This is an optimization exercise on Yosys and OpenROAD, whose aim is small area, not a production implementation.
At most, simulation tests tie the RTL to the original design; equivalence was not proved.
The clock input has no modelled driver; a real chip could not lean on it and would need a root buffer or a full tree.
Power and IR drop assume default switching activity.

==> branch tundra: inputs <==
==> flow/design.v <==
module FIFO #(parameter MEMROY_SIZE = 8, parameter UNIT_SIZE = 8, parameter POP_VALID = 0) (
    input clk, n_rst, push, pop,
    input [UNIT_SIZE - 1:0] data_in,
    output valid, buff_full,
    output [UNIT_SIZE - 1:0] data_out);
    reg [UNIT_SIZE-1:0] mem [0:7];
    reg [3:0] cm;
    wire can_push;
    integer i;
    assign valid     = ~cm[3];
    assign buff_full = ~cm[3] & (&cm[2:0]);
    wire   pop_ok    = POP_VALID ? pop : pop & valid;
    assign can_push  = push & (pop ? pop_ok : ~buff_full);
    assign data_out  = mem[cm[2:0]];
    always @(posedge clk) begin
        if (can_push) begin
            mem[0] <= data_in;
            for (i = 1; i < 8; i = i + 1) mem[i] <= mem[i-1];
        end
    end
    wire inc = push & ~pop & ~buff_full;
    wire dec = pop_ok & ~push;
    wire [3:0] t;
    assign t[0] = inc | dec;
    assign t[1] = inc & cm[0] | dec & ~cm[0];
    assign t[2] = inc & (&cm[1:0]) | dec & ~(|cm[1:0]);
    assign t[3] = inc & (&cm[2:0]) | dec & ~(|cm[2:0]);
    always @(posedge clk) begin
        if (~n_rst) cm <= 4'b1111;
        else        cm <= cm ^ t;
    end
endmodule
module UART_RX(
    input clk, sample_tick, push_slot, n_rst, rx,
    output [7:0] data,
    output push
);
    localparam [7:0] IDLE = 8'hB0;
    reg [7:0] r;
    reg [7:0] buff;
    reg [3:0] avg;
    wire [3:0] ph   = r[7:4];
    wire       last = &r[3:0];
    wire       idle = ph[3] & ph[1];
    always @(posedge clk) begin
        if (~n_rst)           r <= IDLE;
        else if (sample_tick) r <= idle ? (rx ? IDLE : 8'h00) : r + 8'd1;
    end
    always @(posedge clk) begin
        if (sample_tick) avg <= last ? 4'd0 : avg + {3'd0, rx};
    end
    always @(posedge clk) begin
        if (sample_tick & last & ~(ph[3] & ph[0])) buff <= {avg[3], buff[7:1]};
    end
    assign data = buff;
    assign push = push_slot & idle & ~ph[0];
endmodule
module UART_TX (
    input clk, send_tick, n_rst, valid,
    input [7:0] data,
    output tx, pop);
    localparam [3:0] IDLE = 4'd0, POP = 4'd1, WAIT = 4'd2, START = 4'd3, STOP = 4'd4;
    reg [3:0] s;
    reg [7:0] d;
    always @(posedge clk) begin
        if (~n_rst)              s <= IDLE;
        else if (s == IDLE)      begin if (valid) s <= POP; end
        else if (s == POP)       s <= WAIT;
        else if (send_tick)      s <= (s == START) ? 4'd8 : (s == 4'd15) ? STOP : (s == STOP) ? IDLE : s + 4'd1;
    end
    always @(posedge clk) begin
        if (s == POP) d <= data;
    end
    assign pop = (s == POP);
    assign tx  = s[3] ? d[s[2:0]] : (s != START);
endmodule
module UART_TOP #(
    parameter RX_BUFFER_SIZE = 8,
    parameter TX_BUFFER_SIZE = 8,
    parameter CLK_FRQ        = 27000000,
    parameter UART_BOUAD     = 115200)
(
    input clk,
    input n_rst,
    input rx,
    input [7:0] data_in,
    input data_in_sync,
    input data_out_sync,
    output tx,
    output [7:0] data_out,
    output full_out,
    output valid_out,
    output full_in);
    reg [7:0] c;
    always @(posedge clk) begin
        if (~n_rst) c <= 8'd0;
        else        c <= c + 8'd1;
    end
    wire sample_tick = (c[3:0] == 4'd7);
    wire send_tick   = (c == 8'h7f);
    wire push_slot   = (c[3:0] == 4'd9);
    wire [7:0] data_from_rx, data_to_tx;
    wire rx_push, tx_pop, tx_valid;
    FIFO #(RX_BUFFER_SIZE, 8) rx_buffer (.clk(clk), .n_rst(n_rst),
        .push(rx_push), .pop(data_out_sync), .data_in(data_from_rx),
        .data_out(data_out), .valid(valid_out), .buff_full(full_out));
    FIFO #(TX_BUFFER_SIZE, 8, 1) tx_buffer (.clk(clk), .n_rst(n_rst),
        .push(data_in_sync), .pop(tx_pop), .data_in(data_in),
        .data_out(data_to_tx), .valid(tx_valid), .buff_full(full_in));
    UART_TX tx_module (.clk(clk), .send_tick(send_tick), .n_rst(n_rst),
        .valid(tx_valid), .data(data_to_tx), .tx(tx), .pop(tx_pop));
    UART_RX rx_module (.clk(clk), .sample_tick(sample_tick), .push_slot(push_slot),
        .n_rst(n_rst), .rx(rx), .data(data_from_rx), .push(rx_push));
endmodule
==> flow/flow/run.sh <==
#!/bin/bash
# Layout flow: the standard flow (standard.sh) with
#  - synthesis re-run with flow/synth.tcl once per ABC script in flow/abc/
#    (variants of Yosys's default liberty mapping, no adder cell mapping);
#    the netlist with the smallest cell area is kept. Each netlist's
#    registers are checked to be the same instances and cell types as the
#    standard synthesis gives; if none passes, the standard one is used;
#  - port buffers of the smallest buffer cell;
#  - clock tree: after the standard CTS step has built its tree,
#    flow/post_cts.tcl (the POST_CTS_TCL hook of ORFS's cts.tcl) replaces
#    it by a root buffer and 5x4 leaf buffers over groups of registers.
# Each tool run's output goes to a log_*.txt file here.
set -euo pipefail
HERE=$PWD
RES=$HERE/orfs/results/sky130hd/UART_TOP/base
REP=$HERE/orfs/reports/sky130hd/UART_TOP/base

regs() { grep -oE '^\s*sky130_fd_sc_hd__(e?df|sdf|dl)[a-z0-9_]*\s+\S+' "$1" | sed 's/^\s*//' | sort; }
clean_synth() { rm -f $RES/1_2_yosys.v $RES/1_2_yosys.sdc $RES/1_synth.odb $RES/1_synth.sdc; }

# 1. the standard synthesis, kept for the register check
bash standard.sh synth > log_synth_standard.txt 2>&1
cp $RES/1_2_yosys.v standard_1_2_yosys.v
regs standard_1_2_yosys.v > regs_standard.txt

# 2. own synthesis, one run per ABC script
sed -e "s#SYNTH_SCRIPT=[^ ]*#SYNTH_SCRIPT=$HERE/flow/synth.tcl ADDER_MAP_FILE=#" standard.sh > own.sh
best=""
best_area=""
for s in $HERE/flow/abc/*.script; do
  n=$(basename $s .script)
  clean_synth
  if OWN_ABC_SCRIPT=$s bash own.sh synth > log_synth_own_$n.txt 2>&1 && [ -f $RES/1_2_yosys.v ]; then
    regs $RES/1_2_yosys.v > regs_own_$n.txt
    if cmp -s regs_standard.txt regs_own_$n.txt; then
      a=$(grep 'Chip area' $REP/synth_stat.txt | awk '{print $NF}')
      echo "$n $a" >> synth_areas.txt
      if [ -z "$best" ] || awk -v a=$a -v b=$best_area 'BEGIN{exit !(a<b)}'; then
        best=$s; best_area=$a
      fi
    else
      echo "$n registers differ from the standard synthesis" >> synth_areas.txt
    fi
  else
    echo "$n failed" >> synth_areas.txt
  fi
done
clean_synth
if [ -n "$best" ]; then
  echo "using $best ($best_area)" >> synth_areas.txt
  export OWN_ABC_SCRIPT=$best
  bash own.sh synth > log_synth_own.txt 2>&1
else
  echo "using the standard synthesis" >> synth_areas.txt
  cp standard.sh own.sh
  bash own.sh synth > log_synth_own.txt 2>&1
fi

# 3. the rest of the standard flow
export CTS_ARGS="-sink_clustering_enable -repair_clock_nets -dont_use_dummy_load -buf_list sky130_fd_sc_hd__clkbuf_8"
export BUFFER_PORTS_ARGS="-buffer_cell sky130_fd_sc_hd__buf_1"
export POST_CTS_TCL=$HERE/flow/post_cts.tcl
export OWN_CTS_KX=5 OWN_CTS_KY=4
export OWN_CTS_ROOT=sky130_fd_sc_hd__clkbuf_8 OWN_CTS_LEAF=sky130_fd_sc_hd__clkbuf_4
bash own.sh finish > log_finish.txt 2>&1
==> flow/flow/abc/a1.script <==
strash; &get -n; &fraig -x; &put; scorr; dc2; dretime; strash; &get -n; &dch -f; &nf; &put
==> flow/flow/abc/a2.script <==
strash; &get -n; &fraig -x; &put; scorr; dc2; dretime; strash; &get -n; &dch -f; &nf -R 1000; &put; strash; &get -n; &dch -f; &nf -R 1000; &put
==> flow/flow/abc/a3.script <==
strash; &get -n; &fraig -x; &put; scorr; dc2; dretime; strash; &get -n; &dch -f; &nf -R 1000; &put
==> flow/flow/abc/a4.script <==
strash; &get -n; &fraig -x; &put; scorr; dc2; dretime; strash; &get -n; &dch -f; &nf -R 1000; &put; strash; &get -n; &dch -f; &nf -R 1000; &put; strash; &get -n; &dch -f; &nf -R 1000; &put
==> flow/flow/abc/a5.script <==
strash; &get -n; &fraig -x; &put; scorr; dc2; dretime; strash; dc2; strash; &get -n; &dch -f; &nf -R 1000; &put; strash; dc2; strash; &get -n; &dch -f; &nf -R 1000; &put
==> flow/flow/abc/a6.script <==
strash; &get -n; &fraig -x; &put; scorr; dc2; dretime; strash; &get -n; &dch -f; &nf -R 1000 -a; &put; strash; &get -n; &dch -f; &nf -R 1000 -a; &put
==> flow/flow/post_cts.tcl <==
# Replaces the H-tree from clock_tree_synthesis by a two-level tree:
# the clock port drives one root buffer, which drives KX*KY leaf buffers,
# each driving the clock pins of one group of registers (grouped by
# position: KX columns, each cut into KY rows). Then the new buffers are
# legalized and hold is repaired as in the standard CTS step.
proc own_clock_tree { kx ky rootname leafname } {
  set block [ord::get_db_block]
  set db [ord::get_db]
  set rootm [$db findMaster $rootname]
  set leafm [$db findMaster $leafname]
  set clknet [[$block findBTerm clk] getNet]

  # registers' clock pins, reached from the port through the CTS buffers
  set sinks {}
  set bufs {}
  set todo [list $clknet]
  while { [llength $todo] } {
    set n [lindex $todo 0]
    set todo [lrange $todo 1 end]
    foreach it [$n getITerms] {
      if { ![$it isInputSignal] } { continue }
      set inst [$it getInst]
      if { [string match "sky130_fd_sc_hd__clkbuf_*" [[$inst getMaster] getName]] } {
        lappend bufs $inst
        foreach o [$inst getITerms] {
          if { [$o isOutputSignal] && [$o getNet] != "NULL" } { lappend todo [$o getNet] }
        }
      } else {
        lappend sinks $it
      }
    }
  }
  puts "own_clock_tree: [llength $sinks] clock pins, replacing [llength $bufs] buffers"

  set oldnets {}
  foreach inst $bufs {
    foreach o [$inst getITerms] {
      set n [$o getNet]
      if { $n != "NULL" && [$o isOutputSignal] } { lappend oldnets $n }
      $o disconnect
    }
    odb::dbInst_destroy $inst
  }
  foreach it $sinks { $it disconnect }
  foreach n $oldnets { odb::dbNet_destroy $n }

  set pts {}
  set sx 0
  set sy 0
  foreach it $sinks {
    set b [[$it getInst] getBBox]
    set x [expr { ([$b xMin] + [$b xMax]) / 2 }]
    set y [expr { ([$b yMin] + [$b yMax]) / 2 }]
    incr sx $x
    incr sy $y
    lappend pts [list $x $y $it]
  }
  set n [llength $pts]

  set root [odb::dbInst_create $block $rootm "clkbuf_own_root"]
  set rootnet [odb::dbNet_create $block "clknet_own_root"]
  $rootnet setSigType CLOCK
  [$root findITerm A] connect $clknet
  [$root findITerm X] connect $rootnet
  $root setLocation [expr { $sx / $n }] [expr { $sy / $n }]
  $root setPlacementStatus PLACED

  set pts [lsort -integer -index 0 $pts]
  set k 0
  for { set i 0 } { $i < $kx } { incr i } {
    set col [lsort -integer -index 1 \
      [lrange $pts [expr { $i * $n / $kx }] [expr { ($i + 1) * $n / $kx - 1 }]]]
    set m [llength $col]
    for { set j 0 } { $j < $ky } { incr j } {
      set grp [lrange $col [expr { $j * $m / $ky }] [expr { ($j + 1) * $m / $ky - 1 }]]
      set gx 0
      set gy 0
      foreach p $grp {
        incr gx [lindex $p 0]
        incr gy [lindex $p 1]
      }
      set leaf [odb::dbInst_create $block $leafm "clkbuf_own_$k"]
      set net [odb::dbNet_create $block "clknet_own_$k"]
      $net setSigType CLOCK
      [$leaf findITerm A] connect $rootnet
      [$leaf findITerm X] connect $net
      foreach p $grp { [lindex $p 2] connect $net }
      $leaf setLocation [expr { $gx / [llength $grp] }] [expr { $gy / [llength $grp] }]
      $leaf setPlacementStatus PLACED
      incr k
    }
  }
}

own_clock_tree $::env(OWN_CTS_KX) $::env(OWN_CTS_KY) $::env(OWN_CTS_ROOT) $::env(OWN_CTS_LEAF)
detailed_placement
set_propagated_clock [all_clocks]
estimate_parasitics -placement
repair_timing_helper
detailed_placement
check_placement -verbose
report_clock_skew
==> flow/flow/synth.tcl <==
# The standard flow's synthesis script (synth_recipe.tcl) with one change: ABC maps the
# logic with the ABC script named by OWN_ABC_SCRIPT (variants of Yosys's
# default liberty mapping, in flow/abc/) instead of the ORFS script.
# Same liberty, same dont_use list, same register mapping and names.
proc synth {args} { yosys synth -nofsm -noshare {*}$args }
proc abc {args} {
  set keep {}
  set skip 0
  foreach a $args {
    if { $skip } { set skip 0; continue }
    if { $a in {-script -constr -D} } { set skip 1; continue }
    lappend keep $a
  }
  lappend keep -script $::env(OWN_ABC_SCRIPT)
  yosys abc {*}$keep
}
source $::env(SCRIPTS_DIR)/synth.tcl
# left out here: clear keep_hierarchy, flatten, clean up, hide names made inside functions, write 1_2_yosys.v
==> flow/standard.sh <==
#!/bin/bash
# synth_recipe.tcl (not shown) runs the flow's synth.tcl, then flattens the netlist and writes it again
# the make line also repeats each setting of config.mk as NAME=value (left out here)
make -C /OpenROAD-flow-scripts/flow DESIGN_CONFIG=/design/flow/config.mk WORK_HOME=/design/flow/orfs CLKGATE_MAP_FILE= SYNTH_SCRIPT=/design/flow/synth_recipe.tcl "${@:-finish}"
==> flow/config.mk <==
export PLATFORM = sky130hd
export DESIGN_NAME = UART_TOP
export DESIGN_NICKNAME = UART_TOP
export VERILOG_FILES = /design/flow/design.v
export SDC_FILE = /design/flow/constraint.sdc
export NUM_CORES = 4
export LEC_CHECK = 0
export CAP_MARGIN = 20
export CORE_MARGIN = 2
export CORE_UTILIZATION = 65
export SLEW_MARGIN = 20
==> flow/constraint.sdc <==
create_clock -name core_clock -period 10.0 [get_ports {clk}]
set_input_delay 2.0000 -clock core_clock [delete_from_list [all_inputs] [get_ports {clk}]]
set_output_delay 2.0000 -clock core_clock [all_outputs]
set_load 0.01 [all_outputs]
==> inputs of branch ember, as changes to branch tundra <==
==> flow/design.v, changed modules only <==
module FIFO #(parameter MEMROY_SIZE = 8, parameter UNIT_SIZE = 8) (
    input clk, n_rst, push, pop,
    input [UNIT_SIZE - 1:0] data_in,
    output valid, buff_full,
    output [UNIT_SIZE - 1:0] data_out);
    reg [UNIT_SIZE-1:0] mem [0:7];
    reg [3:0] cm;
    wire can_push;
    integer i;
    assign valid     = ~cm[3];
    assign buff_full = ~cm[3] & (&cm[2:0]);
    assign can_push  = push & (pop ? valid : ~buff_full);
    assign data_out  = mem[cm[2:0]];
    always @(posedge clk) begin
        if (can_push) begin
            mem[0] <= data_in;
            for (i = 1; i < 8; i = i + 1) mem[i] <= mem[i-1];
        end
    end
    wire inc = push & ~pop & ~buff_full;
    wire dec = pop & ~push & valid;
    wire [3:0] t;
    assign t[0] = inc | dec;
    assign t[1] = inc & cm[0] | dec & ~cm[0];
    assign t[2] = inc & (&cm[1:0]) | dec & ~(|cm[1:0]);
    assign t[3] = inc & (&cm[2:0]) | dec & ~(|cm[2:0]);
    always @(posedge clk) begin
        if (~n_rst) cm <= 4'b1111;
        else        cm <= cm ^ t;
    end
endmodule
module UART_TOP #(
    parameter RX_BUFFER_SIZE = 8,
    parameter TX_BUFFER_SIZE = 8,
    parameter CLK_FRQ        = 27000000,
    parameter UART_BOUAD     = 115200)
(
    input clk,
    input n_rst,
    input rx,
    input [7:0] data_in,
    input data_in_sync,
    input data_out_sync,
    output tx,
    output [7:0] data_out,
    output full_out,
    output valid_out,
    output full_in);
    reg [7:0] c;
    always @(posedge clk) begin
        if (~n_rst) c <= 8'd0;
        else        c <= c + 8'd1;
    end
    wire sample_tick = (c[3:0] == 4'd7);
    wire send_tick   = (c == 8'h7f);
    wire push_slot   = (c[3:0] == 4'd9);
    wire [7:0] data_from_rx, data_to_tx;
    wire rx_push, tx_pop, tx_valid;
    FIFO #(RX_BUFFER_SIZE, 8) rx_buffer (.clk(clk), .n_rst(n_rst),
        .push(rx_push), .pop(data_out_sync), .data_in(data_from_rx),
        .data_out(data_out), .valid(valid_out), .buff_full(full_out));
    FIFO #(TX_BUFFER_SIZE, 8) tx_buffer (.clk(clk), .n_rst(n_rst),
        .push(data_in_sync), .pop(tx_pop), .data_in(data_in),
        .data_out(data_to_tx), .valid(tx_valid), .buff_full(full_in));
    UART_TX tx_module (.clk(clk), .send_tick(send_tick), .n_rst(n_rst),
        .valid(tx_valid), .data(data_to_tx), .tx(tx), .pop(tx_pop));
    UART_RX rx_module (.clk(clk), .sample_tick(sample_tick), .push_slot(push_slot),
        .n_rst(n_rst), .rx(rx), .data(data_from_rx), .push(rx_push));
endmodule
--- a/flow/flow/run.sh
+++ b/flow/flow/run.sh
@@ -1,14 +1,15 @@
 #!/bin/bash
 # Layout flow: the standard flow (standard.sh) with
 #  - synthesis re-run with flow/synth.tcl once per ABC script in flow/abc/
-#    (variants of Yosys's default liberty mapping, no adder cell mapping);
+#    (variants of Yosys's default liberty mapping, one with &deepsyn
+#    first; no adder cell mapping);
 #    the netlist with the smallest cell area is kept. Each netlist's
 #    registers are checked to be the same instances and cell types as the
 #    standard synthesis gives; if none passes, the standard one is used;
 #  - port buffers of the smallest buffer cell;
 #  - clock tree: after the standard CTS step has built its tree,
 #    flow/post_cts.tcl (the POST_CTS_TCL hook of ORFS's cts.tcl) replaces
-#    it by a root buffer and 5x4 leaf buffers over groups of registers.
+#    it by a root buffer and 4x4 leaf buffers over groups of registers.
 # Each tool run's output goes to a log_*.txt file here.
 set -euo pipefail
 HERE=$PWD
@@ -60,6 +61,6 @@
 export CTS_ARGS="-sink_clustering_enable -repair_clock_nets -dont_use_dummy_load -buf_list sky130_fd_sc_hd__clkbuf_8"
 export BUFFER_PORTS_ARGS="-buffer_cell sky130_fd_sc_hd__buf_1"
 export POST_CTS_TCL=$HERE/flow/post_cts.tcl
-export OWN_CTS_KX=5 OWN_CTS_KY=4
+export OWN_CTS_KX=4 OWN_CTS_KY=4
 export OWN_CTS_ROOT=sky130_fd_sc_hd__clkbuf_8 OWN_CTS_LEAF=sky130_fd_sc_hd__clkbuf_4
 bash own.sh finish > log_finish.txt 2>&1
==> flow/flow/abc/a7.script (new file) <==
strash; &get -n; &fraig -x; &put; scorr; dc2; dretime; strash; &get -n; &deepsyn -I 20 -J 50; &put; strash; &get -n; &dch -f; &nf -R 1000; &put; strash; dc2; strash; &get -n; &dch -f; &nf -R 1000; &put
--- a/flow/config.mk
+++ b/flow/config.mk
@@ -5,7 +5,7 @@
 export SDC_FILE = /design/flow/constraint.sdc
 export NUM_CORES = 4
 export LEC_CHECK = 0
-export CAP_MARGIN = 20
+export CAP_MARGIN = 5
 export CORE_MARGIN = 2
 export CORE_UTILIZATION = 65
-export SLEW_MARGIN = 20
+export SLEW_MARGIN = 5
==> summary of the runs <==
- In branch ember the clock skew is lower than in branch tundra, by 0.0092 ns.
- Between branch tundra and branch ember, the lower cell count is in branch ember (gap about 1%, measured against branch ember).
- Of branch ember and branch tundra, branch tundra has the higher worst setup slack (gap 0.25 ns).
- Worst hold slack: branch ember is better than branch tundra (0.0083 ns).
- Of branch tundra and branch ember, branch tundra has the higher global-route usage (gap 0.84 points).
- Of branch ember and branch tundra, branch tundra has the higher register-to-register slack (gap 0.56 ns).
- Of branch tundra and branch ember, branch tundra has the higher clock power (gap about 9%, measured against branch ember).
==> figures <==
|  | branch ember | branch tundra |
|---|---|---|
| Vias in the first global route | 3,440 | 3,493 |
| Post-layout worst setup margin | 5.446 ns | 5.697 ns |
| Post-route clock period utilization | 45.54% | 43.03% |
| Initial detailed-routing violation count | 326 | 456 |
| Met2 GRT Util | 30.37% | 31.72% |
| Wire length of the first global-routing pass | 17,440 um | 18,310 um |
| Headroom to the max-slew limit | 16.83% | 42.32% |
| Static Leakage | 0.002216 uW | 0.002254 uW |
| Post-placement cell area | 6683 sq um | 6729 sq um |
| Run status | no timing/DRC/antenna violations | no timing/DRC/antenna violations |
| Layout multi-input combinational cell count | 209 | 216 |
| Net count after synthesis | 404 | 409 |
| Layout area overhead | 7.265% | 7.775% |
| Total internal power | 1076 uW | 1078 uW |
| Fillers | 697 | 663 |
Only the layout flow was run in branch tundra; the RTL was not checked for function there. No run of this note takes its clock network from TritonCTS; it comes from the design's own scripts or RTL.

[re-timing with driven ports]
Ports are ideal in the flow. The routed layouts listed here were re-timed in OpenROAD.
Step 1 sets driving cells, clkbuf_16 on the clock port and buf_2 on the other inputs (assumed; they add their load-dependent delay and slew).
Step 2, shift: input delay + t, output delay - t, t = (earliest + latest rising clock arrival at the registers) / 2. This alone moves slack from input paths to output paths.
Slacks: ideal / step 1 / step 2; pairs: ideal / step 1.
run	t, ns	setup slack, ns	hold slack, ns	slew at the worst register clock pin (ns)	pins driven straight from the clock port
branch tundra	0.491	5.697 / 5.662 / 6.153	0.427 / 0.427 / 0.427	0.10 / 0.10	1
branch ember	0.473	5.446 / 5.411 / 5.743	0.436 / 0.436 / 0.436	0.11 / 0.11	1
After both steps every run listed still meets setup and hold.
